From an optimization exercise on the open Yosys and OpenROAD flow, aimed at small area and a short achievable clock period; shortcuts taken in it are not production practice.
At most, simulation tests tie the RTL to the original design; equivalence was not proved.
For runs 2 and 3, only the layout was checked, not whether the RTL still works.
Power figures rest on the tool's default switching activity, not on a simulated workload.

==> flow/design.v <==
module output_shift_byte_counter (clk, reset, data, pos, b_left,
                                  av0, av2, av3, av4, av5, av8,
                                  e2, e3, e4, e5, e8, unk,
                                  mss, scale_wnd, sack_nbr, sack, time_stp);
  input clk, reset;
  input [31:0] data;
  input [2:0] pos;
  output reg [5:0] b_left;
  output reg av0, av2, av3, av4, av5, av8;
  output reg e2, e3, e4, e5, e8, unk;
  output reg [15:0] mss;
  output reg [7:0] scale_wnd;
  output reg [2:0] sack_nbr;
  output reg [255:0] sack;      
  output reg [63:0] time_stp;
  wire [7:0] B0 = data[31:24];
  wire [7:0] B1 = data[23:16];
  wire [7:0] B2 = data[15:8];
  wire [7:0] B3 = data[7:0];
  function [7:0] lane;
    input [1:0] l;
    case (l)
      2'd0: lane = B0;
      2'd1: lane = B1;
      2'd2: lane = B2;
      default: lane = B3;
    endcase
  endfunction
  reg k2, k3, k4, k5, k8;
  reg [1:0] a;
  reg [3:0] j;
  wire ready = (b_left == 6'd0);
  wire st = ready & ~pos[2];
  wire [1:0] p = pos[1:0];
  wire [7:0] kb = lane(p);
  wire nk0 = (kb == 8'd0);
  wire nk2 = (kb == 8'd2);
  wire nk3 = (kb == 8'd3);
  wire nk4 = (kb == 8'd4);
  wire nk5 = (kb == 8'd5);
  wire nk8 = (kb == 8'd8);
  wire n_valid = (sack_nbr != 3'd0) && (sack_nbr <= 3'd4);
  wire to_unk = ~ready & ~unk & k5 & (j == {3'b000, a == 2'd3}) & ~n_valid;
  wire cont = ~ready & ~unk & ~to_unk;
  wire act = st | cont;
  wire K2 = st ? nk2 : k2;
  wire K3 = st ? nk3 : k3;
  wire K4 = st ? nk4 : k4;
  wire K5 = st ? nk5 : k5;
  wire K8 = st ? nk8 : k8;
  wire [1:0] A = st ? p : a;
  wire [3:0] J = st ? 4'd0 : j + 4'd1;
  wire LW = (A == 2'd3);
  wire at_len = act & (J == {3'b000, LW});
  wire [7:0] lenb = lane(A + 2'd1);
  wire [7:0] lenm2 = lenb - 8'd2;
  wire [7:0] R0 = lane(A + 2'd2);
  wire [7:0] R1 = lane(A + 2'd3);
  wire [7:0] R2 = lane(A);
  wire [7:0] R3 = lane(A + 2'd1);
  wire [31:0] rot = {R0, R1, R2, R3};
  function in_win;
    input [5:0] b;
    reg [6:0] t;
    begin
      t = {1'b0, b} + {5'd0, A} + 7'd2;
      in_win = (J == t[5:2]);
    end
  endfunction
  wire qa = act & K5 & (A == 2'd2) & (J == 4'd8);    
  wire qb = (A == 2'd3) & (J == 4'd9);               
  integer b;
  always @(posedge clk) begin
    if (reset) begin
      b_left <= 6'd0;
      av0 <= 0; av2 <= 0; av3 <= 0; av4 <= 0; av5 <= 0; av8 <= 0;
      e2 <= 0; e3 <= 0; e4 <= 0; e5 <= 0; e8 <= 0; unk <= 0;
      mss <= 0; scale_wnd <= 0; sack_nbr <= 0; sack <= 0; time_stp <= 0;
    end else begin
      if (to_unk) unk <= 1'b1;
      if (st) begin
        k2 <= nk2; k3 <= nk3; k4 <= nk4; k5 <= nk5; k8 <= nk8;
        a <= p;
        j <= 4'd0;
        if (nk0) av0 <= 1'b1;
        if (nk2) av2 <= 1'b1;
        if (nk3) av3 <= 1'b1;
        if (nk4) av4 <= 1'b1;
        if (nk5) av5 <= 1'b1;
        if (nk8) av8 <= 1'b1;
      end else if (cont) begin
        j <= j + 4'd1;
      end
      if (st) begin
        if (nk2) b_left <= {4'd0, p};
        else if (nk3) b_left <= (p == 2'd0) ? 6'd0 : {4'd0, p - 2'd1};
        else if (nk4) b_left <= (p[1] == 1'b0) ? 6'd0 : {5'd0, p[0]};
        else if (nk8) b_left <= 6'd6 + {4'd0, p};
        else if (nk5) b_left <= (p == 2'd3) ? 6'd1 : (lenb[5:0] - 6'd4);
        else b_left <= 6'd0;
      end else if (cont) begin
        if (K5 & at_len)
          b_left <= lenb[5:0] - 6'd4;
        else if (K5 & (J == {3'b000, LW} + 4'd1))
          b_left <= {sack_nbr, 3'b000} + {4'd0, A} - (LW ? 6'd10 : 6'd6);
        else
          b_left <= (b_left > 6'd4) ? (b_left - 6'd4) : 6'd0;
      end
      if (at_len) begin
        if (K2 && lenb != 8'd4) e2 <= 1'b1;
        if (K3 && lenb != 8'd3) e3 <= 1'b1;
        if (K4 && lenb != 8'd2) e4 <= 1'b1;
        if (K8 && lenb != 8'd10) e8 <= 1'b1;
        if (K5) begin
          if (lenb != 8'd10 && lenb != 8'd18 && lenb != 8'd26 && lenb != 8'd34) e5 <= 1'b1;
          sack_nbr <= lenm2[5:3];
        end
      end
      if (act & K2) begin
        if (in_win(0)) mss[15:8] <= rot[31:24];
        if (in_win(1)) mss[7:0] <= rot[23:16];
      end
      if (act & K3) begin
        if (in_win(0)) scale_wnd <= rot[31:24];
      end
      if (act & K8) begin
        for (b = 0; b < 8; b = b + 1)
          if (in_win(b)) time_stp[63-8*b -: 8] <= rot[31-8*(b%4) -: 8];
      end
      if (act & K5) begin
        for (b = 0; b < 32; b = b + 1)
          if (in_win(b) && (b < 3 || (b / 8) < sack_nbr) && !(qa && b >= 28)) begin
            if (b == 31 && qb)
              sack[255-8*b -: 8] <= rot[15:8];
            else
              sack[255-8*b -: 8] <= rot[31-8*(b%4) -: 8];
          end
      end
      if (qa) sack[255-8*20 -: 32] <= rot;
    end
  end
endmodule
module TCP_option_decoder (data, clk, reset,
                           option_av, mss, scale_wnd,
                           sack_nbr, sack_n0, sack_n1, sack_n2, sack_n3,
                           time_stp, option_err, av0);
  input [31:0] data;
  input clk, reset;
  output [8:0] option_av;
  output [15:0] mss;
  output [7:0] scale_wnd;
  output [2:0] sack_nbr;
  output [63:0] sack_n0, sack_n1, sack_n2, sack_n3;
  output [63:0] time_stp;
  output [8:0] option_err;
  output av0;
  wire [7:0] B0 = data[31:24];
  wire [7:0] B1 = data[23:16];
  wire [7:0] B2 = data[15:8];
  wire [7:0] B3 = data[7:0];
  function is_opt;
    input [7:0] x;
    is_opt = (x == 8'd0) || (x == 8'd2) || (x == 8'd3) ||
             (x == 8'd4) || (x == 8'd5) || (x == 8'd8);
  endfunction
  wire [3:0] det = {is_opt(B3), is_opt(B2), is_opt(B1), is_opt(B0)};
  function [2:0] first_from;
    input [3:0] d;
    input [5:0] s;
    begin
      if (d[0] && s < 6'd1) first_from = 3'd0;
      else if (d[1] && s < 6'd2) first_from = 3'd1;
      else if (d[2] && s < 6'd3) first_from = 3'd2;
      else if (d[3] && s < 6'd4) first_from = 3'd3;
      else first_from = 3'd4;
    end
  endfunction
  wire [5:0] b_left_0, b_left_1;
  wire bz0 = (b_left_0 == 6'd0);
  wire bz1 = (b_left_1 == 6'd0);
  wire fix0 = (b_left_0 == 6'd1) && (B1 == 8'd4);
  wire fix1 = (b_left_1 == 6'd1) && (B1 == 8'd4);
  wire [2:0] pos0_a = first_from(det, 6'd0);
  reg [7:0] kb0;
  always @(*) begin
    case (pos0_a[1:0])
      2'd0: kb0 = B0;
      2'd1: kb0 = B1;
      2'd2: kb0 = B2;
      default: kb0 = B3;
    endcase
  end
  wire [5:0] s1_a = pos0_a[2] ? 6'd4 :
                    (kb0 == 8'd3) ? {3'd0, pos0_a} + 6'd3 :
                    (kb0 == 8'd4) ? {3'd0, pos0_a} + 6'd2 : 6'd4;
  wire [2:0] pos0 = bz1 ? pos0_a : first_from(det, fix1 ? 6'd3 : b_left_1);
  wire [2:0] pos1 = bz0 ? first_from(det, s1_a) : first_from(det, fix0 ? 6'd3 : b_left_0);
  wire enable_fix = (~bz0 & bz1 & fix0) | (bz0 & ~bz1 & fix1);
  reg opt4_av;
  always @(posedge clk)
    if (reset) opt4_av <= 1'b0;
    else if (enable_fix) opt4_av <= 1'b1;
  wire a0_0, a2_0, a3_0, a4_0, a5_0, a8_0, e2_0, e3_0, e4_0, e5_0, e8_0, u_0;
  wire a0_1, a2_1, a3_1, a4_1, a5_1, a8_1, e2_1, e3_1, e4_1, e5_1, e8_1, u_1;
  wire [15:0] mss_0, mss_1;
  wire [7:0] sw_0, sw_1;
  wire [2:0] nbr_0, nbr_1;
  wire [255:0] sack_0, sack_1;
  wire [63:0] ts_0, ts_1;
  output_shift_byte_counter decoder0 (.clk(clk), .reset(reset), .data(data), .pos(pos0),
    .b_left(b_left_0), .av0(a0_0), .av2(a2_0), .av3(a3_0), .av4(a4_0), .av5(a5_0), .av8(a8_0),
    .e2(e2_0), .e3(e3_0), .e4(e4_0), .e5(e5_0), .e8(e8_0), .unk(u_0),
    .mss(mss_0), .scale_wnd(sw_0), .sack_nbr(nbr_0), .sack(sack_0), .time_stp(ts_0));
  output_shift_byte_counter decoder1 (.clk(clk), .reset(reset), .data(data), .pos(pos1),
    .b_left(b_left_1), .av0(a0_1), .av2(a2_1), .av3(a3_1), .av4(a4_1), .av5(a5_1), .av8(a8_1),
    .e2(e2_1), .e3(e3_1), .e4(e4_1), .e5(e5_1), .e8(e8_1), .unk(u_1),
    .mss(mss_1), .scale_wnd(sw_1), .sack_nbr(nbr_1), .sack(sack_1), .time_stp(ts_1));
  wire u = u_0 | u_1;
  assign av0 = a0_0 | a0_1;
  assign option_av = {a8_0 | a8_1, 2'b00, a5_0 | a5_1, a4_0 | a4_1 | opt4_av,
                      a3_0 | a3_1, a2_0 | a2_1, 1'b0, av0};
  assign option_err = {e8_0 | e8_1 | u, u, u, e5_0 | e5_1 | u, e4_0 | e4_1 | u,
                       e3_0 | e3_1 | u, e2_0 | e2_1 | u, u, u};
  assign mss = mss_0 | mss_1;
  assign scale_wnd = sw_0 | sw_1;
  assign sack_nbr = nbr_0 | nbr_1;
  wire [255:0] sack = sack_0 | sack_1;
  assign sack_n0 = sack[255:192];
  assign sack_n1 = sack[191:128];
  assign sack_n2 = sack[127:64];
  assign sack_n3 = sack[63:0];
  assign time_stp = ts_0 | ts_1;
endmodule
module IP_decoder (data, start, clk, reset,
                   version, IHL, type_of_ser, total_length, identification, flag,
                   frag_offset, time_to_live, protocol, src_ip, dest_ip,
                   len_out, data_out, wr_en, ok, fin,
                   s_r3, s_r4, s_r5, dq, n_fin, ok_nx);
  input [31:0] data;
  input start;
  input clk;
  input reset;
  output reg [3:0] version;
  output reg [3:0] IHL;
  output reg [7:0] type_of_ser;
  output reg [15:0] total_length;
  output reg [15:0] identification;
  output reg [2:0] flag;
  output reg [12:0] frag_offset;
  output reg [7:0] time_to_live;
  output reg [7:0] protocol;
  output reg [31:0] src_ip;
  output reg [31:0] dest_ip;
  output reg [15:0] len_out;
  output reg [31:0] data_out;
  output wr_en;
  output reg ok;
  output fin;
  output reg s_r3, s_r4, s_r5;
  output reg [31:0] dq;
  output n_fin;
  output ok_nx;
  reg s_idle, s_r1, s_r2, s_opt, s_data, s_fin;
  reg [13:0] bl_hi;
  reg bl_lo;
  reg [3:0] owl;
  wire bl_nz = (|bl_hi) | bl_lo;
  wire hdr_end = s_r5 | s_opt;
  wire owl_nz = |owl;
  wire n_r1 = s_idle & start;
  wire n_opt = hdr_end & owl_nz;
  wire n_data = ((hdr_end & ~owl_nz) | s_data) & bl_nz;
  assign n_fin = ((hdr_end & ~owl_nz) | s_data) & ~bl_nz | s_fin;
  assign wr_en = s_data;
  assign fin = s_fin;
  always @(posedge clk) begin
    if (reset) begin
      s_idle <= 1'b1; s_r1 <= 1'b0; s_r2 <= 1'b0; s_r3 <= 1'b0; s_r4 <= 1'b0;
      s_r5 <= 1'b0; s_opt <= 1'b0; s_data <= 1'b0; s_fin <= 1'b0;
    end else begin
      s_idle <= s_idle & ~start;
      s_r1 <= n_r1;
      s_r2 <= s_r1;
      s_r3 <= s_r2;
      s_r4 <= s_r3;
      s_r5 <= s_r4;
      s_opt <= n_opt;
      s_data <= n_data;
      s_fin <= n_fin;
    end
  end
  always @(posedge clk) begin
    if (s_r1) begin
      bl_hi <= len_out[15:2];
      bl_lo <= |len_out[1:0];
      owl <= IHL - 4'd5;
    end else begin
      if (n_data) begin
        if (|bl_hi) bl_hi <= bl_hi - 14'd1;
        else bl_lo <= 1'b0;
      end
      if (n_opt) owl <= owl - 4'd1;
    end
  end
  always @(posedge clk) begin
    if (reset) begin
      version <= 0; IHL <= 0; type_of_ser <= 0; total_length <= 0;
      identification <= 0; flag <= 0; frag_offset <= 0; time_to_live <= 0;
      protocol <= 8'hFF; src_ip <= 0; dest_ip <= 0; len_out <= 0;
    end else begin
      if (n_r1) begin
        version <= data[31:28];
        IHL <= data[27:24];
        type_of_ser <= data[23:16];
        total_length <= data[15:0];
        len_out <= {data[15:2] - {10'd0, data[27:24]}, data[1:0]};
      end
      if (s_r1) begin
        identification <= data[31:16];
        flag <= data[15:13];
        frag_offset <= data[12:0];
      end
      if (s_r2) begin
        time_to_live <= data[31:24];
        protocol <= data[23:16];
      end
      if (s_r3) src_ip <= data;
      if (s_r4) dest_ip <= data;
    end
  end
  always @(posedge clk)
    data_out <= (n_data & ~reset) ? data : 32'd0;
  always @(posedge clk) dq <= data;
  reg [15:0] acc;
  wire acc_en = s_r1 | s_r2 | s_r3 | s_r4 | s_r5 | s_opt;
  wire [17:0] t1 = {2'b00, acc} + {2'b00, dq[31:16]} + {2'b00, dq[15:0]};
  wire [16:0] t2 = {1'b0, t1[15:0]} + {15'd0, t1[17:16]};
  wire [15:0] acc_sum = t2[15:0] + {15'd0, t2[16]};
  wire [15:0] acc_d = acc_en ? acc_sum : acc;
  assign ok_nx = n_fin & (acc_d == 16'hFFFF);
  always @(posedge clk) begin
    if (reset) begin
      acc <= 16'd0;
      ok <= 1'b0;
    end else begin
      acc <= acc_d;
      ok <= ok_nx;
    end
  end
endmodule
module TCP_decoder (clk, reset, start, is_tcp, is_udp, len_ip, data,
                    pseudo_en, pseudo,
                    ports, seq_num, ack_num, flags, window, urg_ptr,
                    len_data, data_l4, wr_en, fin, n_fin, l4ok_nx, no_ck,
                    option_av, mss, scale_wnd, sack_nbr,
                    sack_n0, sack_n1, sack_n2, sack_n3, time_stp, option_err);
  input clk, reset, start;
  input is_tcp, is_udp;
  input [15:0] len_ip;
  input [31:0] data;
  input pseudo_en;
  input [31:0] pseudo;
  output reg [31:0] ports;
  output reg [31:0] seq_num;
  output reg [31:0] ack_num;
  output reg [5:0] flags;
  output reg [15:0] window;
  output reg [15:0] urg_ptr;
  output reg [15:0] len_data;
  output reg [31:0] data_l4;
  output wr_en;
  output fin;
  output n_fin;
  output l4ok_nx;
  output reg no_ck;
  output [8:0] option_av;
  output [15:0] mss;
  output [7:0] scale_wnd;
  output [2:0] sack_nbr;
  output [63:0] sack_n0, sack_n1, sack_n2, sack_n3;
  output [63:0] time_stp;
  output [8:0] option_err;
  reg l_idle, l_r1, l_r2, l_r3, l_r4, l_r5, l_opt, l_data, l_fin;
  reg [13:0] bl_hi;
  reg bl_lo;
  reg [3:0] doff;
  reg [3:0] owl;
  wire bl_nz = (|bl_hi) | bl_lo;
  wire hdr_end = l_r5 | l_opt;
  wire owl_nz = |owl;
  wire l_start = l_idle & start;
  wire n_opt = hdr_end & owl_nz;
  wire n_data = ((hdr_end & ~owl_nz) | l_data) & bl_nz | (l_r2 & is_udp);
  assign n_fin = ((hdr_end & ~owl_nz) | l_data) & ~bl_nz | l_fin;
  assign wr_en = l_data;
  assign fin = l_fin;
  always @(posedge clk) begin
    if (reset) begin
      l_idle <= 1'b1; l_r1 <= 1'b0; l_r2 <= 1'b0; l_r3 <= 1'b0; l_r4 <= 1'b0;
      l_r5 <= 1'b0; l_opt <= 1'b0; l_data <= 1'b0; l_fin <= 1'b0;
    end else begin
      l_idle <= l_idle & ~start;
      l_r1 <= l_start;
      l_r2 <= l_r1;
      l_r3 <= l_r2 & is_tcp;
      l_r4 <= l_r3;
      l_r5 <= l_r4;
      l_opt <= n_opt;
      l_data <= n_data;
      l_fin <= n_fin;
    end
  end
  wire [3:0] sub_x = l_r3 ? data[31:28] : l_idle ? 4'd1 : doff;
  wire [13:0] sub_hi = len_ip[15:2] - {10'd0, sub_x};
  always @(posedge clk) begin
    if (l_start | l_r3) begin
      bl_hi <= sub_hi;
      bl_lo <= |len_ip[1:0];
    end else if (l_r1 | n_data) begin
      if (|bl_hi) bl_hi <= bl_hi - 14'd1;
      else bl_lo <= 1'b0;
    end
    if (l_r3) doff <= data[31:28];
    if (l_r4) owl <= doff - 4'd5;
    else if (n_opt) owl <= owl - 4'd1;
  end
  always @(posedge clk) begin
    if (reset) begin
      ports <= 0; seq_num <= 0; ack_num <= 0; flags <= 0; window <= 0;
      urg_ptr <= 0; len_data <= 0; no_ck <= 0;
    end else begin
      if (l_start) ports <= data;
      if (l_r1 & is_tcp) seq_num <= data;
      if (l_r1 & is_udp) begin
        len_data <= data[31:16] - 16'd8;
        if (data[15:0] == 16'd0) no_ck <= 1'b1;
      end
      if (l_r2 & is_tcp) ack_num <= data;
      if (l_r3) begin
        flags <= data[21:16];
        window <= data[15:0];
      end
      if (l_r4) urg_ptr <= data[15:0];
      if (n_fin & is_tcp) len_data <= {sub_hi, len_ip[1:0]};
    end
  end
  always @(posedge clk)
    data_l4 <= (n_data & ~reset) ? data : 32'd0;
  reg [15:0] acc;
  wire acc_en = (~l_idle & ~l_fin & ~n_fin) | l_start | pseudo_en;
  wire [31:0] x = data | pseudo;
  wire [17:0] t1 = {2'b00, acc} + {2'b00, x[31:16]} + {2'b00, x[15:0]};
  wire [16:0] t2 = {1'b0, t1[15:0]} + {15'd0, t1[17:16]};
  wire [15:0] acc_sum = t2[15:0] + {15'd0, t2[16]};
  wire [15:0] acc_d = acc_en ? acc_sum : acc;
  assign l4ok_nx = (acc_d == 16'h0000) | (acc_d == 16'hFFFF);
  always @(posedge clk)
    if (reset) acc <= 16'd0;
    else acc <= acc_d;
  wire av0;
  wire [31:0] opt_data = (n_opt & ~av0) ? data : 32'h0101_0101;
  TCP_option_decoder opt (.data(opt_data), .clk(clk), .reset(reset),
    .option_av(option_av), .mss(mss), .scale_wnd(scale_wnd), .sack_nbr(sack_nbr),
    .sack_n0(sack_n0), .sack_n1(sack_n1), .sack_n2(sack_n2), .sack_n3(sack_n3),
    .time_stp(time_stp), .option_err(option_err), .av0(av0));
endmodule
module combine_decoder (data, start, clk, reset, 
                        version, IHL, type_of_ser, 
                        total_length, identification, flag, frag_offset,
                        time_to_live, protocol, src_ip, dest_ip,
                        len_ip_out, data_ip_out, wr_en_ip, ok_ip, fin_ip,
                        src_port_tcp, dest_port_tcp, seq_num, ack_num,
                        f_urg, f_ack, f_psh, f_rst, f_syn, f_fin, 
                        window, urg_ptr, option_av, mss, scale_wnd,
                        sack_nbr, sack_n0, sack_n1, sack_n2, sack_n3,
                        time_stp, option_err, len_tcp_data, data_tcp_out,
                        wr_en_tcp, ok_tcp, fin_tcp,
                        dest_port_udp, src_port_udp, len_udp_data, data_udp_out,
                        wr_en_udp, ok_udp, fin_udp, ok, fin);
  input [31:0] data;
  input start;
  input clk;
  input reset;
  output [3:0] version;
  output [3:0] IHL;
  output [7:0] type_of_ser;
  output [15:0] total_length;
  output [15:0] identification;
  output [2:0] flag;
  output [12:0] frag_offset;
  output [7:0] time_to_live;
  output [7:0] protocol;
  output [31:0] src_ip;
  output [31:0] dest_ip;
  output [15:0] len_ip_out;
  output [31:0] data_ip_out;
  output wr_en_ip;
  output ok_ip;
  output fin_ip;
  output [15:0] src_port_tcp;
  output [15:0] dest_port_tcp;
  output [31:0] seq_num;
  output [31:0] ack_num;
  output f_urg, f_ack, f_psh, f_rst, f_syn, f_fin;
  output [15:0] window;
  output [15:0] urg_ptr;
  output [8:0] option_av;
    output [15:0] mss;  
    output [7:0] scale_wnd;  
    output [2:0] sack_nbr;  
      output [63:0] sack_n0, sack_n1, sack_n2, sack_n3;  
    output [63:0] time_stp;  
  output [8:0] option_err;
  output [15:0] len_tcp_data;
  output [31:0] data_tcp_out;
  output wr_en_tcp;
  output ok_tcp;
  output fin_tcp;
  output [15:0] dest_port_udp;
  output [15:0] src_port_udp;
  output [15:0] len_udp_data;
  output [31:0] data_udp_out;
  output wr_en_udp;
  output ok_udp;
  output fin_udp;
  output ok;
  output fin;
  wire s_r3, s_r4, s_r5;
  wire [31:0] dq;
  wire ip_n_fin, ip_ok_nx;
  IP_decoder ip_d
  (.data(data), .start(start), .clk(clk), .reset(reset),
   .version(version), .IHL(IHL), .type_of_ser(type_of_ser),
   .total_length(total_length), .identification(identification), .flag(flag),
   .frag_offset(frag_offset), .time_to_live(time_to_live),
   .protocol(protocol), .src_ip(src_ip), .dest_ip(dest_ip),
   .len_out(len_ip_out), .data_out(data_ip_out),
   .wr_en(wr_en_ip), .ok(ok_ip), .fin(fin_ip),
   .s_r3(s_r3), .s_r4(s_r4), .s_r5(s_r5), .dq(dq), .n_fin(ip_n_fin), .ok_nx(ip_ok_nx));
  reg is_tcp, is_udp;
  always @(posedge clk) begin
    if (reset) begin
      is_tcp <= 1'b0;
      is_udp <= 1'b0;
    end else if (s_r3) begin
      is_tcp <= (protocol == 8'd6);
      is_udp <= (protocol == 8'd17);
    end
  end
  wire [31:0] ports, data_l4;
  wire [15:0] len_l4;
  wire wr_l4, fin_l4, l4_n_fin, l4ok_nx, no_ck;
  wire [5:0] flags;
  wire pseudo_en = s_r3 | s_r4 | s_r5;
  wire [31:0] pseudo = ({32{s_r3}} & {len_ip_out, 8'd0, protocol}) |
                       ({32{s_r4 | s_r5}} & dq);
  TCP_decoder l4_d
  (.clk(clk), .reset(reset), .start(wr_en_ip), .is_tcp(is_tcp), .is_udp(is_udp),
   .len_ip(len_ip_out), .data(data_ip_out), .pseudo_en(pseudo_en), .pseudo(pseudo),
   .ports(ports), .seq_num(seq_num), .ack_num(ack_num), .flags(flags),
   .window(window), .urg_ptr(urg_ptr), .len_data(len_l4), .data_l4(data_l4),
   .wr_en(wr_l4), .fin(fin_l4), .n_fin(l4_n_fin), .l4ok_nx(l4ok_nx), .no_ck(no_ck),
   .option_av(option_av), .mss(mss), .scale_wnd(scale_wnd), .sack_nbr(sack_nbr),
   .sack_n0(sack_n0), .sack_n1(sack_n1), .sack_n2(sack_n2), .sack_n3(sack_n3),
   .time_stp(time_stp), .option_err(option_err));
  assign {f_urg, f_ack, f_psh, f_rst, f_syn, f_fin} = flags;
  assign src_port_tcp = ports[31:16] & {16{is_tcp}};
  assign dest_port_tcp = ports[15:0] & {16{is_tcp}};
  assign src_port_udp = ports[31:16] & {16{is_udp}};
  assign dest_port_udp = ports[15:0] & {16{is_udp}};
  assign len_tcp_data = len_l4 & {16{is_tcp}};
  assign len_udp_data = len_l4 & {16{is_udp}};
  assign data_tcp_out = data_l4 & {32{is_tcp}};
  assign data_udp_out = data_l4 & {32{is_udp}};
  assign wr_en_tcp = wr_l4 & is_tcp;
  assign wr_en_udp = wr_l4 & is_udp;
  assign fin_tcp = fin_l4 & is_tcp;
  assign fin_udp = fin_l4 & is_udp;
  reg l4ok;
  always @(posedge clk)
    if (reset) l4ok <= 1'b0;
    else l4ok <= l4ok_nx;
  assign ok_tcp = fin_tcp & l4ok & ~(|option_err);
  assign ok_udp = fin_udp & (no_ck | l4ok);
  assign ok = ok_ip & (~is_tcp | ok_tcp) & (~is_udp | ok_udp);
  assign fin = fin_ip & (~is_tcp | fin_tcp) & (~is_udp | fin_udp);
endmodule
==> flow/run.sh <==
#!/bin/bash
# synth_recipe.tcl (not shown) runs the flow's synth.tcl, then flattens the netlist and writes it again
# the make line also repeats each setting of config.mk as NAME=value (left out here)
make -C /OpenROAD-flow-scripts/flow DESIGN_CONFIG=/design/flow/config.mk WORK_HOME=/design/flow/orfs CLKGATE_MAP_FILE= SYNTH_SCRIPT=/design/flow/synth_recipe.tcl finish
==> flow/config.mk <==
export PLATFORM = sky130hd
export DESIGN_NAME = combine_decoder
export DESIGN_NICKNAME = combine_decoder
export VERILOG_FILES = /design/flow/design.v
export SDC_FILE = /design/flow/constraint.sdc
export NUM_CORES = 4
export LEC_CHECK = 0
export CAP_MARGIN = 20
export CORE_MARGIN = 2
export CORE_UTILIZATION = 30
export PLACE_DENSITY = 0.45
export SLEW_MARGIN = 20
==> flow/constraint.sdc <==
create_clock -name core_clock -period 35.0 [get_ports {clk}]
set_input_delay 7.0000 -clock core_clock [delete_from_list [all_inputs] [get_ports {clk}]]
set_output_delay 7.0000 -clock core_clock [all_outputs]
set_load 0.01 [all_outputs]
==> key figures, run 1 <==
Place
  – DP Wirelength: 190000 µm
  – IO Port Bufs: 861
  – Final GP Congestion: between 0.9 and 1

Final layout
  – Fin nets: between 7000 and 8000
  – Most frequent cells in the layout: nor2_1 (1164), dfxtp_1 (1164), mux2i_1 (860), clkdlybuf4s50_1 (860), nand2_1 (544)
  – Final Core Density: 0.383
  – Share of cells above drive strength 1: 0.121
  – P&R area growth vs syn: 27.4%

Worst setup path
  – Critical Path RT: 28.00 ns
  – Crit Path Class: reg2out
  – CP cell instances: nor2_1 -> inv_1 -> or3_1 -> nor4_2 -> o221a_2 -> clkdlybuf4s50_1
  – CP Launch Type: register
  – Critical-path top delay cell: or3_1
  – Crit-path max FO: 6
  – Kind of end point of the critical path: primary output
  – Slowest Stage Delay on Critical Path: 0.57 ns
  – CP arrival: 3.42 ns

STA
  – Worst Tran Pin Value: ~1.1 ns
  – Clk_skew: approximately 0.057 ns
  – Relative slew slack: 0.244
  – Setup Viol. Count Final: 0
  – Fin crit period: ~10 ns
  – Final Max Slew Viols: 0
  – Setup TNS: 0 ns
  – Final Hold Violating Endpoints: 0
  – Fin crit share: 0.298
  – RSZ-0062 raised after global routing: false
  – Fmax: 0.0960 GHz

Yosys
  – Syn Area/Cell: 8.84 µm²
  – Seq/Total Area, Yosys: 0.424
  – Top FF cell, synth: dfxtp_1
  – YS warnings: 5
  – Cell count after synthesis: between 6000 and 7000
  – Top cell type's share of synthesized area: 0.392
  – FF+latch count, synth: 1254
  – Post-synth cell types: 121
  – Area leader, netlist: dfxtp_1
  – Synth top area cells: dfxtp_1 (39%), mux2i_1 (14%), nor2_1 (7.3%)
  – Syn Std Cell Area: 60700 µm²
  – Number of synthesized flops with an enable pin: 64
  – Ys async rst share: 0

Global routing
  – Global-route wire length before repair: 377000 µm
  – Largest net degree at the start of global routing: 190
  – Tot GR Track Use: 0.251
  – Antenna violations before repair: 22
  – Overflow left after global routing: 0
  – Vias in the first global route: 50300

Floorplan
  – Starting Density: 0.301
  – # rows: 165
  – DIE AREA: around 210000 µm²
  – Die width: between 400 and 500 µm
  – Placeable Area: just over 200000 µm²
  – Die Span Y: 454 µm
  – Io pins: 865

Clocking
  – Hold buffers post-CTS: 0
  – Sink Count: 1254
  – CTS clk-pin slew, worst paths: 0.06 ns
  – Num CTS Buffers: 152
  – # resized after CTS: 0
  – Clk root buf: clkbuf_16
  – Max Root-Sink Buffers: 3
  – H-tree depth: 4
  – Clock latency (worst-skew pair): 0.84 ns
  – Setup Buffers After CTS: 0
  – CTS tree: done

Flow run
  – Max Cap Viol: 0

Route
  – Routed via count: 53300
  – Post-Route WL: 268000 µm
  – Initial DRC count: 5156
  – Routed Antenna Nets: 0
  – Routed len/inst: approximately 26 µm
  – Remaining DRCs: 0
  – First-pass DRT Iterations: 13
  – Vias per inst: a little over 5

Power
  – Leak: 30.5 nW
  – Worst VDD drop: just over 60 µV
  – P per Cell Area: 63.7 nW/µm²

Outcome
  – Status: complete, no violations

Worst hold path
  – Min-Delay Path Class: reg2reg
==> sequential cells by signal (all words and copies together) (netlist names), 64 cells and up <==
register and count:
l4_d.opt.decoder0.sack 256, l4_d.opt.decoder1.sack 256, l4_d.opt.decoder0.time_stp 64, l4_d.opt.decoder1.time_stp 64
==> worst paths after layout <==
check	startpoint	cells past startpoint	slack (ns)	to
hold reg to reg	l4_d.opt.decoder0.av2	2	0.44	l4_d.opt.decoder0.av2
setup reg to reg	ip_d.s_r4	42	24.71	l4ok
hold / removal	l4_d.opt.decoder0.av2	2	0.44	l4_d.opt.decoder0.av2
setup / recovery	l4_d.opt.decoder1.unk	6	24.58	ok
==> Yosys cell counts, types with 17 or more instances <==
cell type / number
a211oi_1: 63
a21o_1: 41
a21oi_1: 361
a221o_1: 27
a222oi_1: 49
a22o_1: 17
a31oi_1: 32
and2_1: 252
and3_1: 31
buf_1: 38
buf_2: 29
buf_4: 24
clkbuf_1: 393
dfxtp_1: 1190
edfxtp_1: 64
ha_1: 129
inv_1: 117
mux2i_1: 862
nand2_1: 545
nand2b_1: 28
nand3_1: 95
nand4_1: 22
nor2_1: 1184
nor2b_1: 32
nor3_1: 111
nor4_1: 43
o211ai_1: 20
o21a_1: 23
o21ai_0: 125
or2_2: 364
or3_1: 32
or4_1: 19
xnor2_1: 117
xor2_1: 51
==> metrics by stage <==
stage | power (mW) | hold WS [ns] | instance area (µm²) | std cells | setup WS, ns
after floorplan | 2.65 | 0.421 | 60700 | 6870 | 26.16
after global placement | 3.31 | 0.433 | 72100 | 10100 | 23.88
after detailed placement | 3.31 | 0.441 | 72100 | 10100 | 23.82
after CTS | 4.95 | 0.448 | 77200 | 10300 | 24.47
after global routing | 5.15 | 0.463 | 77300 | 10300 | 23.81
final | 4.92 | 0.444 | 77300 | 10400 | 24.58
==> per-layer routing <==
layer  vias up  global-route usage  routed length [µm]
li1      25000                   -                   -
met1     26100               0.336              119000
met2      1869               0.406              123000
met3       343              0.0463               17200
met4         0              0.0803                8890
met5         -                   0                   0
==> critical path, delay by kind of cell, from the launching register on <==
family / cells / cell delay [ns]
buf+inv: 2 / 0.79
simple gates: 3 / 1.21
compound gates: 1 / 0.23
flops: 1 / 0.35
==> power by group <==
part	internal (mW)	total [mW]	switching (mW)
registers	1.50	1.56	0.0556
clock network	0.932	1.62	0.686
logic	0.536	1.75	1.21
==> cell type report <==
type / count / area [µm²]
Antenna cell: 6 / 15.0
Multi-Input combinational cell: 5005 / 32700
Inverter: 120 / 452
Clock buffer: 224 / 4420
Fill cell: 20500 / 124000
Timing Repair Buffer: 1022 / 9860
Tap cell: 2672 / 3340
Sequential cell: 1254 / 25800
Clock inverter: 47 / 721
==> logic make-up (layout without fill, tap and decap cells) <==
group,after synthesis,in the layout,synth area share
simple gates,2841,2841,0.223
mux,866,866,0.143
flops,1254,1254,0.424
xor+xnor,171,171,0.0255
other cells,1,9,0.0000618
buf+inv,611,1413,0.0406
fa+ha+maj,139,139,0.0296
compound gates,985,985,0.114
==> run 2, diff against run 1 <==
--- a/flow/design.v
+++ b/flow/design.v
@@ -3,3 +3,3 @@
                                   e2, e3, e4, e5, e8, unk,
-                                  mss, scale_wnd, sack_nbr, sack, time_stp);
+                                  mss, scale_wnd, sack_nbr, sack, time_stp, err_set);
   input clk, reset;
@@ -15,2 +15,3 @@
   output reg [63:0] time_stp;
+  output err_set;
   wire [7:0] B0 = data[31:24];
@@ -71,72 +72,97 @@
   wire qb = (A == 2'd3) & (J == 4'd9);               
-  integer b;
+  wire [1:0] en_mss;
+  assign en_mss[0] = act & K2 & in_win(0);
+  assign en_mss[1] = act & K2 & in_win(1);
+  wire en_sw = act & K3 & in_win(0);
+  wire [7:0] en_ts;
+  wire [31:0] en_sk;
+  genvar g;
+  generate
+    for (g = 0; g < 8; g = g + 1) begin : ts_en
+      assign en_ts[g] = act & K8 & in_win(g);
+    end
+    for (g = 0; g < 32; g = g + 1) begin : sk_en
+      if (g >= 20 && g < 24)
+        assign en_sk[g] = (act & K5 & in_win(g) & ((g / 8) < sack_nbr)) | qa;
+      else if (g >= 28)
+        assign en_sk[g] = act & K5 & in_win(g) & ((g / 8) < sack_nbr) & ~qa;
+      else if (g < 3)
+        assign en_sk[g] = act & K5 & in_win(g);
+      else
+        assign en_sk[g] = act & K5 & in_win(g) & ((g / 8) < sack_nbr);
+    end
+  endgenerate
+  wire [31:0] rg = rot & {32{~reset}};
+  wire [7:0] last_src = qb ? rg[15:8] : rg[7:0];
+  generate
+    for (g = 0; g < 2; g = g + 1) begin : mss_r
+      always @(posedge clk)
+        if (reset | en_mss[g]) mss[15-8*g -: 8] <= rg[31-8*g -: 8];
+    end
+    for (g = 0; g < 8; g = g + 1) begin : ts_r
+      always @(posedge clk)
+        if (reset | en_ts[g]) time_stp[63-8*g -: 8] <= rg[31-8*(g%4) -: 8];
+    end
+    for (g = 0; g < 32; g = g + 1) begin : sk_r
+      if (g == 31) begin : l
+        always @(posedge clk)
+          if (reset | en_sk[g]) sack[7:0] <= last_src;
+      end else begin : n
+        always @(posedge clk)
+          if (reset | en_sk[g]) sack[255-8*g -: 8] <= rg[31-8*(g%4) -: 8];
+      end
+    end
+  endgenerate
+  always @(posedge clk)
+    if (reset | en_sw) scale_wnd <= rg[31:24];
   always @(posedge clk) begin
-    if (reset) begin
-      b_left <= 6'd0;
-      av0 <= 0; av2 <= 0; av3 <= 0; av4 <= 0; av5 <= 0; av8 <= 0;
-      e2 <= 0; e3 <= 0; e4 <= 0; e5 <= 0; e8 <= 0; unk <= 0;
-      mss <= 0; scale_wnd <= 0; sack_nbr <= 0; sack <= 0; time_stp <= 0;
+    if (st) begin
+      k2 <= nk2; k3 <= nk3; k4 <= nk4; k5 <= nk5; k8 <= nk8;
+      a <= p;
+    end
+    if (st | cont) j <= J;
+  end
+  reg [5:0] bl_nx;
+  always @(*) begin
+    if (st) begin
+      if (nk2) bl_nx = {4'd0, p};
+      else if (nk3) bl_nx = (p == 2'd0) ? 6'd0 : {4'd0, p - 2'd1};
+      else if (nk4) bl_nx = (p[1] == 1'b0) ? 6'd0 : {5'd0, p[0]};
+      else if (nk8) bl_nx = 6'd6 + {4'd0, p};
+      else if (nk5) bl_nx = (p == 2'd3) ? 6'd1 : (lenb[5:0] - 6'd4);
+      else bl_nx = 6'd0;
     end else begin
-      if (to_unk) unk <= 1'b1;
-      if (st) begin
-        k2 <= nk2; k3 <= nk3; k4 <= nk4; k5 <= nk5; k8 <= nk8;
-        a <= p;
-        j <= 4'd0;
-        if (nk0) av0 <= 1'b1;
-        if (nk2) av2 <= 1'b1;
-        if (nk3) av3 <= 1'b1;
-        if (nk4) av4 <= 1'b1;
-        if (nk5) av5 <= 1'b1;
-        if (nk8) av8 <= 1'b1;
-      end else if (cont) begin
-        j <= j + 4'd1;
-      end
-      if (st) begin
-        if (nk2) b_left <= {4'd0, p};
-        else if (nk3) b_left <= (p == 2'd0) ? 6'd0 : {4'd0, p - 2'd1};
-        else if (nk4) b_left <= (p[1] == 1'b0) ? 6'd0 : {5'd0, p[0]};
-        else if (nk8) b_left <= 6'd6 + {4'd0, p};
-        else if (nk5) b_left <= (p == 2'd3) ? 6'd1 : (lenb[5:0] - 6'd4);
-        else b_left <= 6'd0;
-      end else if (cont) begin
-        if (K5 & at_len)
-          b_left <= lenb[5:0] - 6'd4;
-        else if (K5 & (J == {3'b000, LW} + 4'd1))
-          b_left <= {sack_nbr, 3'b000} + {4'd0, A} - (LW ? 6'd10 : 6'd6);
-        else
-          b_left <= (b_left > 6'd4) ? (b_left - 6'd4) : 6'd0;
-      end
-      if (at_len) begin
-        if (K2 && lenb != 8'd4) e2 <= 1'b1;
-        if (K3 && lenb != 8'd3) e3 <= 1'b1;
-        if (K4 && lenb != 8'd2) e4 <= 1'b1;
-        if (K8 && lenb != 8'd10) e8 <= 1'b1;
-        if (K5) begin
-          if (lenb != 8'd10 && lenb != 8'd18 && lenb != 8'd26 && lenb != 8'd34) e5 <= 1'b1;
-          sack_nbr <= lenm2[5:3];
-        end
-      end
-      if (act & K2) begin
-        if (in_win(0)) mss[15:8] <= rot[31:24];
-        if (in_win(1)) mss[7:0] <= rot[23:16];
-      end
-      if (act & K3) begin
-        if (in_win(0)) scale_wnd <= rot[31:24];
-      end
-      if (act & K8) begin
-        for (b = 0; b < 8; b = b + 1)
-          if (in_win(b)) time_stp[63-8*b -: 8] <= rot[31-8*(b%4) -: 8];
-      end
-      if (act & K5) begin
-        for (b = 0; b < 32; b = b + 1)
-          if (in_win(b) && (b < 3 || (b / 8) < sack_nbr) && !(qa && b >= 28)) begin
-            if (b == 31 && qb)
-              sack[255-8*b -: 8] <= rot[15:8];
-            else
-              sack[255-8*b -: 8] <= rot[31-8*(b%4) -: 8];
-          end
-      end
-      if (qa) sack[255-8*20 -: 32] <= rot;
+      if (K5 & at_len)
+        bl_nx = lenb[5:0] - 6'd4;
+      else if (K5 & (J == {3'b000, LW} + 4'd1))
+        bl_nx = {sack_nbr, 3'b000} + {4'd0, A} - (LW ? 6'd10 : 6'd6);
+      else
+        bl_nx = (b_left > 6'd4) ? (b_left - 6'd4) : 6'd0;
     end
   end
+  always @(posedge clk)
+    if (reset | st | cont) b_left <= reset ? 6'd0 : bl_nx;
+  wire len_k5 = at_len & K5;
+  always @(posedge clk)
+    if (reset | len_k5) sack_nbr <= reset ? 3'd0 : lenm2[5:3];
+  wire set_e2 = at_len & K2 & (lenb != 8'd4);
+  wire set_e3 = at_len & K3 & (lenb != 8'd3);
+  wire set_e4 = at_len & K4 & (lenb != 8'd2);
+  wire set_e8 = at_len & K8 & (lenb != 8'd10);
+  wire set_e5 = len_k5 & (lenb != 8'd10) & (lenb != 8'd18) & (lenb != 8'd26) & (lenb != 8'd34);
+  assign err_set = to_unk | set_e2 | set_e3 | set_e4 | set_e5 | set_e8;
+  always @(posedge clk) begin
+    if (reset | to_unk) unk <= ~reset;
+    if (reset | set_e2) e2 <= ~reset;
+    if (reset | set_e3) e3 <= ~reset;
+    if (reset | set_e4) e4 <= ~reset;
+    if (reset | set_e5) e5 <= ~reset;
+    if (reset | set_e8) e8 <= ~reset;
+    if (reset | (st & nk0)) av0 <= ~reset;
+    if (reset | (st & nk2)) av2 <= ~reset;
+    if (reset | (st & nk3)) av3 <= ~reset;
+    if (reset | (st & nk4)) av4 <= ~reset;
+    if (reset | (st & nk5)) av5 <= ~reset;
+    if (reset | (st & nk8)) av8 <= ~reset;
+  end
 endmodule
@@ -145,3 +171,3 @@
                            sack_nbr, sack_n0, sack_n1, sack_n2, sack_n3,
-                           time_stp, option_err, av0);
+                           time_stp, option_err, av0, err_any_nx);
   input [31:0] data;
@@ -156,2 +182,3 @@
   output av0;
+  output err_any_nx;
   wire [7:0] B0 = data[31:24];
@@ -200,4 +227,3 @@
   always @(posedge clk)
-    if (reset) opt4_av <= 1'b0;
-    else if (enable_fix) opt4_av <= 1'b1;
+    if (reset | enable_fix) opt4_av <= ~reset;
   wire a0_0, a2_0, a3_0, a4_0, a5_0, a8_0, e2_0, e3_0, e4_0, e5_0, e8_0, u_0;
@@ -209,2 +235,3 @@
   wire [63:0] ts_0, ts_1;
+  wire es_0, es_1;
   output_shift_byte_counter decoder0 (.clk(clk), .reset(reset), .data(data), .pos(pos0),
@@ -212,3 +239,3 @@
     .e2(e2_0), .e3(e3_0), .e4(e4_0), .e5(e5_0), .e8(e8_0), .unk(u_0),
-    .mss(mss_0), .scale_wnd(sw_0), .sack_nbr(nbr_0), .sack(sack_0), .time_stp(ts_0));
+    .mss(mss_0), .scale_wnd(sw_0), .sack_nbr(nbr_0), .sack(sack_0), .time_stp(ts_0), .err_set(es_0));
   output_shift_byte_counter decoder1 (.clk(clk), .reset(reset), .data(data), .pos(pos1),
@@ -216,3 +243,3 @@
     .e2(e2_1), .e3(e3_1), .e4(e4_1), .e5(e5_1), .e8(e8_1), .unk(u_1),
-    .mss(mss_1), .scale_wnd(sw_1), .sack_nbr(nbr_1), .sack(sack_1), .time_stp(ts_1));
+    .mss(mss_1), .scale_wnd(sw_1), .sack_nbr(nbr_1), .sack(sack_1), .time_stp(ts_1), .err_set(es_1));
   wire u = u_0 | u_1;
@@ -232,2 +259,3 @@
   assign time_stp = ts_0 | ts_1;
+  assign err_any_nx = (|option_err) | es_0 | es_1;
 endmodule
@@ -304,27 +332,23 @@
   end
+  wire [31:0] dg = data & {32{~reset}};
+  wire [13:0] len_hi = data[15:2] - {10'd0, data[27:24]};
   always @(posedge clk) begin
-    if (reset) begin
-      version <= 0; IHL <= 0; type_of_ser <= 0; total_length <= 0;
-      identification <= 0; flag <= 0; frag_offset <= 0; time_to_live <= 0;
-      protocol <= 8'hFF; src_ip <= 0; dest_ip <= 0; len_out <= 0;
-    end else begin
-      if (n_r1) begin
-        version <= data[31:28];
-        IHL <= data[27:24];
-        type_of_ser <= data[23:16];
-        total_length <= data[15:0];
-        len_out <= {data[15:2] - {10'd0, data[27:24]}, data[1:0]};
-      end
-      if (s_r1) begin
-        identification <= data[31:16];
-        flag <= data[15:13];
-        frag_offset <= data[12:0];
-      end
-      if (s_r2) begin
-        time_to_live <= data[31:24];
-        protocol <= data[23:16];
-      end
-      if (s_r3) src_ip <= data;
-      if (s_r4) dest_ip <= data;
+    if (reset | n_r1) begin
+      version <= dg[31:28];
+      IHL <= dg[27:24];
+      type_of_ser <= dg[23:16];
+      total_length <= dg[15:0];
+      len_out <= {len_hi & {14{~reset}}, dg[1:0]};
+    end
+    if (reset | s_r1) begin
+      identification <= dg[31:16];
+      flag <= dg[15:13];
+      frag_offset <= dg[12:0];
+    end
+    if (reset | s_r2) begin
+      time_to_live <= dg[31:24];
+      protocol <= data[23:16] | {8{reset}};
     end
+    if (reset | s_r3) src_ip <= dg;
+    if (reset | s_r4) dest_ip <= dg;
   end
@@ -333,12 +357,11 @@
   always @(posedge clk) dq <= data;
-  reg [15:0] acc;
+  reg [17:0] acc;
   wire acc_en = s_r1 | s_r2 | s_r3 | s_r4 | s_r5 | s_opt;
-  wire [17:0] t1 = {2'b00, acc} + {2'b00, dq[31:16]} + {2'b00, dq[15:0]};
-  wire [16:0] t2 = {1'b0, t1[15:0]} + {15'd0, t1[17:16]};
-  wire [15:0] acc_sum = t2[15:0] + {15'd0, t2[16]};
-  wire [15:0] acc_d = acc_en ? acc_sum : acc;
-  assign ok_nx = n_fin & (acc_d == 16'hFFFF);
+  wire [17:0] acc_sum = {2'b00, acc[15:0]} + {16'd0, acc[17:16]} +
+                        {2'b00, dq[31:16]} + {2'b00, dq[15:0]};
+  wire [17:0] acc_d = acc_en ? acc_sum : acc;
+  assign ok_nx = n_fin & ((acc_d == 18'h0FFFF) | (acc_d == 18'h1FFFE) | (acc_d == 18'h2FFFD));
   always @(posedge clk) begin
     if (reset) begin
-      acc <= 16'd0;
+      acc <= 18'd0;
       ok <= 1'b0;
@@ -355,3 +378,3 @@
                     option_av, mss, scale_wnd, sack_nbr,
-                    sack_n0, sack_n1, sack_n2, sack_n3, time_stp, option_err);
+                    sack_n0, sack_n1, sack_n2, sack_n3, time_stp, option_err, err_any_nx);
   input clk, reset, start;
@@ -382,2 +405,3 @@
   output [8:0] option_err;
+  output err_any_nx;
   reg l_idle, l_r1, l_r2, l_r3, l_r4, l_r5, l_opt, l_data, l_fin;
@@ -426,21 +450,17 @@
   end
+  wire udp_r2 = l_r1 & is_udp;
+  wire tcp_fin = n_fin & is_tcp;
+  wire [31:0] dg = data & {32{~reset}};
+  wire [15:0] len_nx = udp_r2 ? data[31:16] - 16'd8 : {sub_hi, len_ip[1:0]};
   always @(posedge clk) begin
-    if (reset) begin
-      ports <= 0; seq_num <= 0; ack_num <= 0; flags <= 0; window <= 0;
-      urg_ptr <= 0; len_data <= 0; no_ck <= 0;
-    end else begin
-      if (l_start) ports <= data;
-      if (l_r1 & is_tcp) seq_num <= data;
-      if (l_r1 & is_udp) begin
-        len_data <= data[31:16] - 16'd8;
-        if (data[15:0] == 16'd0) no_ck <= 1'b1;
-      end
-      if (l_r2 & is_tcp) ack_num <= data;
-      if (l_r3) begin
-        flags <= data[21:16];
-        window <= data[15:0];
-      end
-      if (l_r4) urg_ptr <= data[15:0];
-      if (n_fin & is_tcp) len_data <= {sub_hi, len_ip[1:0]};
-    end
+    if (reset | l_start) ports <= dg;
+    if (reset | (l_r1 & is_tcp)) seq_num <= dg;
+    if (reset | (l_r2 & is_tcp)) ack_num <= dg;
+    if (reset | l_r3) begin
+      flags <= dg[21:16];
+      window <= dg[15:0];
+    end
+    if (reset | l_r4) urg_ptr <= dg[15:0];
+    if (reset | udp_r2 | tcp_fin) len_data <= len_nx & {16{~reset}};
+    if (reset | (udp_r2 & (data[15:0] == 16'd0))) no_ck <= ~reset;
   end
@@ -448,12 +468,12 @@
     data_l4 <= (n_data & ~reset) ? data : 32'd0;
-  reg [15:0] acc;
+  reg [17:0] acc;
   wire acc_en = (~l_idle & ~l_fin & ~n_fin) | l_start | pseudo_en;
   wire [31:0] x = data | pseudo;
-  wire [17:0] t1 = {2'b00, acc} + {2'b00, x[31:16]} + {2'b00, x[15:0]};
-  wire [16:0] t2 = {1'b0, t1[15:0]} + {15'd0, t1[17:16]};
-  wire [15:0] acc_sum = t2[15:0] + {15'd0, t2[16]};
-  wire [15:0] acc_d = acc_en ? acc_sum : acc;
-  assign l4ok_nx = (acc_d == 16'h0000) | (acc_d == 16'hFFFF);
+  wire [17:0] acc_sum = {2'b00, acc[15:0]} + {16'd0, acc[17:16]} +
+                        {2'b00, x[31:16]} + {2'b00, x[15:0]};
+  wire [17:0] acc_d = acc_en ? acc_sum : acc;
+  assign l4ok_nx = (acc_d == 18'h00000) | (acc_d == 18'h0FFFF) |
+                   (acc_d == 18'h1FFFE) | (acc_d == 18'h2FFFD);
   always @(posedge clk)
-    if (reset) acc <= 16'd0;
+    if (reset) acc <= 18'd0;
     else acc <= acc_d;
@@ -464,3 +484,3 @@
     .sack_n0(sack_n0), .sack_n1(sack_n1), .sack_n2(sack_n2), .sack_n3(sack_n3),
-    .time_stp(time_stp), .option_err(option_err), .av0(av0));
+    .time_stp(time_stp), .option_err(option_err), .av0(av0), .err_any_nx(err_any_nx));
 endmodule
@@ -551,3 +571,3 @@
   wire [15:0] len_l4;
-  wire wr_l4, fin_l4, l4_n_fin, l4ok_nx, no_ck;
+  wire wr_l4, fin_l4, l4_n_fin, l4ok_nx, no_ck, err_any_nx;
   wire [5:0] flags;
@@ -564,3 +584,3 @@
    .sack_n0(sack_n0), .sack_n1(sack_n1), .sack_n2(sack_n2), .sack_n3(sack_n3),
-   .time_stp(time_stp), .option_err(option_err));
+   .time_stp(time_stp), .option_err(option_err), .err_any_nx(err_any_nx));
   assign {f_urg, f_ack, f_psh, f_rst, f_syn, f_fin} = flags;
@@ -578,10 +598,17 @@
   assign fin_udp = fin_l4 & is_udp;
-  reg l4ok;
-  always @(posedge clk)
-    if (reset) l4ok <= 1'b0;
-    else l4ok <= l4ok_nx;
-  assign ok_tcp = fin_tcp & l4ok & ~(|option_err);
-  assign ok_udp = fin_udp & (no_ck | l4ok);
-  assign ok = ok_ip & (~is_tcp | ok_tcp) & (~is_udp | ok_udp);
-  assign fin = fin_ip & (~is_tcp | fin_tcp) & (~is_udp | fin_udp);
+  wire ok_tcp_nx = l4_n_fin & is_tcp & l4ok_nx & ~err_any_nx;
+  wire ok_udp_nx = l4_n_fin & is_udp & (no_ck | l4ok_nx);
+  wire ok_nx = ip_ok_nx & (~is_tcp | ok_tcp_nx) & (~is_udp | ok_udp_nx);
+  wire fin_nx = ip_n_fin & (~(is_tcp | is_udp) | l4_n_fin);
+  reg ok_tcp_r, ok_udp_r, ok_r, fin_r;
+  always @(posedge clk) begin
+    ok_tcp_r <= ~reset & ok_tcp_nx;
+    ok_udp_r <= ~reset & ok_udp_nx;
+    ok_r <= ~reset & ok_nx;
+    fin_r <= ~reset & fin_nx;
+  end
+  assign ok_tcp = ok_tcp_r;
+  assign ok_udp = ok_udp_r;
+  assign ok = ok_r;
+  assign fin = fin_r;
 endmodule
==> run 2 against run 1 <==
Cell count down 24%; synthesized cell count down 37%; final area down 6.9%; sequential share of layout area up 17 points; critical path depth down 3; clock power down 6%; sequential power up 13%; register-to-register slack better by 0.55 ns; critical endpoint is now option_err[8].
==> key figures, run 2 <==
Clocking
  – Max Root-Sink Buffers: 3
  – Sink Count: 1261
  – Hold buffers post-CTS: 0
  – Clock latency (worst-skew pair): 0.81 ns
  – Clk root buf: clkbuf_16
  – Setup Buffers After CTS: 0
  – # resized after CTS: 0
  – CTS tree: done
  – H-tree depth: 4
  – Num CTS Buffers: 147
  – CTS clk-pin slew, worst paths: 0.07 ns

Power
  – Sequential Power Share: 0.463
  – Leak: 26.8 nW
  – Worst VDD drop: 48.3 µV
  – Switching share of total power: 0.271
  – Combinational group share of total power: 0.134
  – Clock share of power: 0.403
  – P per Cell Area: 52.9 nW/µm²
  – Internal power: 2.78 mW
  – Design Power: 3.81 mW
  – Switching pwr: 1.03 mW

STA
  – Final Max Slew Viols: 0
  – Setup Viol. Count Final: 0
  – Final Hold Violating Endpoints: 0
  – Fin crit share: 0.278
  – Clk_skew: 0.0555 ns
  – Setup TNS: 0 ns
  – Worst Tran Pin Value: 1.16 ns
  – Fmax: 0.103 GHz
  – Relative slew slack: 0.224
  – RSZ-0062 raised after global routing: false
  – Fin crit period: approximately 9.7 ns
  – Final worst slack: 25.25 ns

Yosys
  – Post-synth top cells: edfxtp_1 (1090), or2_2 (375), nor2_1 (346)
  – Syn Std Cell Area: around 55000 µm²
  – Top cell type's share of synthesized area: 0.592
  – Cell count after synthesis: 4354
  – Number of synthesized flops with an enable pin: 1090
  – FF+latch count, synth: 1261
  – Area leader, netlist: edfxtp_1
  – Syn Area/Cell: 12.7 µm²
  – Seq/Total Area, Yosys: 0.654
  – Ys async rst share: 0
  – Synth top area cells: edfxtp_1 (59%), dfxtp_1 (6.2%), or2_2 (4.2%)
  – YS warnings: 5
  – Top FF cell, synth: edfxtp_1
  – Post-synth cell types: 107
  – Leading cell type by number of instances after synthesis: edfxtp_1

Worst hold path
  – Min-Delay Startpoint: l4_d.opt.decoder1.k4
  – Hold Path Depth: 2
  – Hold Path Sink: l4_d.opt.decoder1.k4
  – Min-Delay Path Class: reg2reg

Worst setup path
  – Crit Path Class: reg2out
  – Critical Path RT: 28.00 ns
  – CP arrival: 2.75 ns
  – Worst R2R Path Depth: 29
  – Worst r2r src: l4_d.owl[0]
  – CP Launch Type: register
  – Kind of end point of the critical path: primary output
  – Reg2Reg Capture Point: ok_r
  – Crit-path max FO: 9
  – Reg2reg setup slack: ~25 ns

Floorplan
  – Die Span Y: 433 µm
  – # rows: 157
  – Io pins: 865
  – Starting Density: 0.302
  – DIE AREA: 188000 µm²
  – Die width: ~430 µm
  – Placeable Area: between 150000 and 200000 µm²

Route
  – Routed via count: between 30000 and 40000
  – Routed len/inst: around 29 µm
  – Initial DRC count: 4702
  – Routed Antenna Nets: 0
  – Vias per inst: 5.07
  – First-pass DRT Iterations: 14
  – Remaining DRCs: 0
  – Post-Route WL: 231000 µm

Global routing
  – Tot GR Track Use: 0.239
  – Largest net degree at the start of global routing: 127
  – Overflow left after global routing: 0
  – Vias in the first global route: 38400
  – Global-route wire length before repair: 313000 µm
  – Antenna violations before repair: 19

Final layout
  – Largest regs: l4_d.opt.decoder0.sack (256), l4_d.opt.decoder1.sack (256)
  – Fin nets: 5427
  – Share of cells above drive strength 1: 0.153
  – P&R area growth vs syn: 30.3%
  – Most frequent cells in the layout: edfxtp_1 (1090), clkdlybuf4s50_1 (860), or2_2 (375)
  – Commonest non-fill, non-tap cell in the layout: edfxtp_1

Place
  – DP Wirelength: between 150000 and 200000 µm
  – Dpl ws: ~25 ns
  – IO Port Bufs: 861
  – Final GP Congestion: 0.962

Flow run
  – Max Cap Viol: 0

Outcome
  – Status: complete, no violations
-- run 2: power by group through the flow --
stage | clock network [mW] | logic [mW] | registers (mW)
CTS | 1.57 | 0.509 | 1.76
global placement | 0 | 0.509 | 1.80
global route | 1.62 | 0.554 | 1.77
floorplan | 0 | 0.284 | 1.78
detailed placement | 0 | 0.506 | 1.80
finish | 1.53 | 0.511 | 1.76
-- run 2: how the worst max path moves through the flow --
stage / start / endpoint / cells after the start
after floorplan: reset / ip_d.IHL[0] / 4
after global placement: reset / l4_d.opt.decoder0.sack[153] / 6
after detailed placement: reset / l4_d.opt.decoder1.sack[90] / 6
after CTS: l4_d.opt.decoder1.unk / option_err[8] / 3
after global routing: l4_d.owl[0] / ok_r / 29
final: l4_d.opt.decoder1.unk / option_err[8] / 3
-- run 2: critical path, stage by stage, from the launching register on --
cell and delay, ns:
edfxtp_1 0.42, or2_1 0.45, or3_1 0.50, clkdlybuf4s50_1 0.58
-- run 2: per-stage QoR --
step | instance area [µm²] | instances | util | hold slack [ns]
global placement | 67000 | 7569 | 0.366 | 0.420
floorplan | 55300 | 4356 | - | 0.410
detailed placement | 67100 | 7571 | 0.366 | 0.426
CTS | 71900 | 7839 | 0.393 | 0.442
finish | 72000 | 7849 | 0.393 | 0.449
global route | 72000 | 7844 | 0.393 | 0.467
-- run 2: layer usage --
layer / track usage / vias to the layer above / part of all wire
met5: 0 / - / 0.00012
met2: 0.379 / 1866 / 0.46
met4: 0.0707 / 4 / 0.029
met3: 0.0496 / 320 / 0.079
met1: 0.328 / 20000 / 0.43
li1: - / 17600 / -
-- run 2: kinds of logic (layout without fill, tap and decap cells) --
| family | Yosys count | count (layout) | synth area share |
|---|---|---|---|
| other | 1 | 8 | 0.0000678 |
| muxes | 76 | 76 | 0.0144 |
| xor gates and xnor gates | 157 | 157 | 0.0249 |
| AOI/OAI and AO/OA | 621 | 621 | 0.0788 |
| and+or+nand+nor | 1717 | 1717 | 0.165 |
| buffers and inverters | 390 | 1414 | 0.0276 |
| adders and majority gates | 131 | 131 | 0.0348 |
| DFF | 1261 | 1261 | 0.654 |
-- run 2: cell type report --
cell class	instances	area, µm²
antenna	5	12.5
clock buffer	180	3860
clock inverter	88	966
tap	2464	3080
timing repair buffer	989	9590
sequential	1261	36200
inverter	157	592
multi-input combinational	2705	17700
fill	17600	111000
==> run 3, diff against run 2 <==
==> flow/flow/run.sh (new file) <==
#!/bin/bash
# Standard ORFS layout, but the port buffers are the smallest plain buffer
# (sky130_fd_sc_hd__buf_1) instead of the delay cell buffer_ports picks.
set -euo pipefail
bash standard.sh BUFFER_PORTS_ARGS="-buffer_cell sky130_fd_sc_hd__buf_1" finish > make_finish.log 2>&1
==> flow/standard.sh (new file) <==
#!/bin/bash
# synth_recipe.tcl (not shown) runs the flow's synth.tcl, then flattens the netlist and writes it again
# the make line also repeats each setting of config.mk as NAME=value (left out here)
make -C /OpenROAD-flow-scripts/flow DESIGN_CONFIG=/design/flow/config.mk WORK_HOME=/design/flow/orfs CLKGATE_MAP_FILE= SYNTH_SCRIPT=/design/flow/synth_recipe.tcl "${@:-finish}"
removed: flow/run.sh
==> run 3 against run 2 <==
Synthesized area is the same; die area unchanged; power is 0.38% lower; routed wire length decreased by 1.5%; largest power group unchanged; clock skew shrank 0.014 ns; sequential cell count unchanged; global-route usage is 0.37 points lower; clock-buffer cell count is 1 higher; critical endpoint is now option_err[5]; sequential share of layout area grew 4.0 points.
==> key figures, run 3 <==
Outcome
  – Status: complete, no violations

Power
  – Worst VDD drop: 46.1 µV
  – P per Cell Area: 56.9 nW/µm²
  – Design Power: 3.80 mW
  – Leak: 24.6 nW

Final layout
  – Fin nets: between 5000 and 6000
  – Final non-filler cell area: 66700 µm²
  – Commonest non-fill, non-tap cell in the layout: edfxtp_1
  – P&R area growth vs syn: 20.6%
  – Filler cells: 18200
  – Most frequent cells in the layout: edfxtp_1 (1090), buf_1 (860), or2_2 (375)
  – Largest regs: l4_d.opt.decoder0.sack (256), l4_d.opt.decoder1.sack (256)
  – Share of cells above drive strength 1: 0.153
  – Multi-input logic area: 17700 µm²
  – Final std cells w/o fill: 7846
  – Reg area: 36200 µm²
  – Final Core Density: 0.364

Clocking
  – Clock latency (worst-skew pair): 0.81 ns
  – Setup Buffers After CTS: 0
  – # resized after CTS: 0
  – Hold buffers post-CTS: 0
  – Clk root buf: clkbuf_16
  – Max Root-Sink Buffers: 3
  – Num CTS Buffers: 147
  – H-tree depth: 4
  – CTS clk-pin slew, worst paths: 0.06 ns
  – CTS tree: done
  – Sink Count: 1261

Yosys
  – Top FF cell, synth: edfxtp_1
  – Number of synthesized flops with an enable pin: 1090
  – Leading cell type by number of instances after synthesis: edfxtp_1
  – Syn Area/Cell: 12.7 µm²
  – Post-synth top cells: edfxtp_1 (1090), or2_2 (375), nor2_1 (346)
  – Synth top area cells: edfxtp_1 (59%), dfxtp_1 (6.2%), or2_2 (4.2%)
  – YS warnings: 5
  – Ys async rst share: 0
  – Area leader, netlist: edfxtp_1
  – Syn Std Cell Area: 55300 µm²
  – Post-synth cell types: approximately 110
  – Top cell type's share of synthesized area: 0.592
  – Cell count after synthesis: roughly 4400
  – FF+latch count, synth: 1261
  – Seq/Total Area, Yosys: 0.654

Route
  – Initial DRC count: 4295
  – First-pass DRT Iterations: 12
  – Post-Route WL: 227000 µm
  – Routed via count: 39900
  – Vias per inst: 5.08
  – Routed Antenna Nets: 0
  – Remaining DRCs: 0
  – Routed len/inst: 29.0 µm

Worst setup path
  – Crit Path Class: reg2out
  – Worst r2r src: l4_d.owl[0]
  – Critical Path Start: l4_d.opt.decoder0.unk
  – Kind of end point of the critical path: primary output
  – CP arrival: around 2.4 ns
  – Critical Path RT: 28.00 ns
  – Crit-path max FO: 9
  – CP Launch Type: register

Global routing
  – Global-route wire length before repair: 309000 µm
  – Largest net degree at the start of global routing: 149
  – Overflow left after global routing: 0
  – Antenna violations before repair: 21
  – Tot GR Track Use: 0.235
  – Vias in the first global route: between 30000 and 40000

Worst hold path
  – Min-Delay Startpoint: l4_d.opt.decoder0.k4
  – Min-Delay Path Class: reg2reg

Floorplan
  – DIE AREA: 188000 µm²
  – Placeable Area: 183000 µm²
  – Die width: 433 µm
  – Die Span Y: between 400 and 500 µm
  – # rows: 157
  – Io pins: between 800 and 900
  – Starting Density: 0.302

Place
  – Dpl ws: between 20 and 30 ns
  – DP Wirelength: 166000 µm
  – Final GP Congestion: 0.943
  – Dpl cell area: roughly 62000 µm²
  – Placed insts: around 7600
  – IO Port Bufs: about 860

STA
  – Setup TNS: 0 ns
  – Fin crit share: 0.269
  – Fin Hold WS: 0.441 ns
  – Clk_skew: 0.0415 ns
  – Final worst slack: 25.57 ns
  – Final Max Slew Viols: 0
  – Setup Viol. Count Final: 0
  – Fin crit period: 9.43 ns
  – Worst Tran Pin Value: about 1.2 ns
  – Final Hold Violating Endpoints: 0
  – RSZ-0062 raised after global routing: false
  – Fmax: 0.106 GHz
  – Relative slew slack: 0.215

Flow run
  – Max Cap Viol: 0
run 3: changes by cell type in the layout (fill, tap and decap cells not counted), moves of 3 or more:
| cell | delta |
|---|---|
| buf_1 | +860 |
| clkdlybuf4s50_1 | -860 |
| clkinv_2 | -10 |
| buf_4 | -7 |
| o21ai_0 | -6 |
| inv_6 | +4 |
| nor2_1 | +4 |
| nor2_2 | -4 |
| o21ai_1 | +4 |
| clkinv_4 | +3 |
| clkinvlp_4 | +3 |
| inv_16 | +3 |
run 3: kinds of logic after synthesis:
| group | after synthesis | share of synthesized area |
|---|---|---|
| flops | 1261 | 0.654 |
| fa+ha+maj | 131 | 0.0348 |
| other cells | 1 | 0.0000678 |
| mux | 76 | 0.0144 |
| compound gates | 621 | 0.0788 |
| simple gates | 1717 | 0.165 |
| xor+xnor | 157 | 0.0249 |
| buf+inv | 390 | 0.0276 |
run 3: final timing paths:
kind	to	slack [ns]	depth (start not counted)
setup reg to reg	ok_r	25.58	31
hold reg to reg	l4_d.opt.decoder0.k4	0.44	2
hold / removal	l4_d.opt.decoder0.k4	0.44	2
setup / recovery	option_err[5]	25.57	3
run 3: metal layers:
metal | wire, µm | GRT usage | up-vias | part of all wire
li1 | - | - | 17600 | -
met1 | 96700 | 0.317 | 20000 | 0.43
met2 | 104000 | 0.371 | 1921 | 0.46
met3 | 18400 | 0.0551 | 339 | 0.081
met4 | 7710 | 0.0787 | 4 | 0.034
met5 | 27 | 0 | - | 0.00012
run 3: area by class of cell:
class                      instances  share of cell area
sequential                      1261               0.542
multi-input combinational       2705               0.266
timing repair buffer             982              0.0626
clock buffer                     181              0.0586
tap                             2464              0.0462
clock inverter                    89              0.0153
inverter                         157             0.00888
antenna                            7            0.000263
run 3: power by group:
part	leakage, nW	switching, mW	total (mW)	internal [mW]
Combinational	9.65	0.328	0.469	0.141
Clock	2.36	0.669	1.56	0.891
Sequential	12.5	0.0525	1.77	1.71
Total	24.6	1.05	3.80	2.75
run 3: worst max-delay path: stages (launching register included):
cell,delay [ns]
edfxtp_1,0.48
or2_1,0.43
or3_1,0.49
buf_1,0.21

what the ideal ports hide:
How much do the figures lean on ideal ports? The routed layouts below were timed once more, with nothing changed but the port constraints. Step 1 assumes that a clkbuf_16 drives the clock port and a buf_2 every other input. Step 2 also shifts input and output timing later by t, the mid clock arrival at the registers, as if the neighbouring blocks saw the same clock. Three values: no drivers, after step 1, after step 2; two values: the first two.
run	t (ns)	setup slack, ns	worst setup path at the end	worst slew at a driven data input, ns
run 1	0.904	24.582 / 24.489 / 23.787	input to register	0.06
run 2	0.864	25.254 / 25.173 / 24.698	input to register	0.09
run 3	0.870	25.575 / 25.492 / 25.068	input to register	0.12
After both steps every run listed still meets setup and hold. For run 1, which loses most, drivers alone change the setup slack by -0.093 ns; drivers and shift together by -0.795 ns.
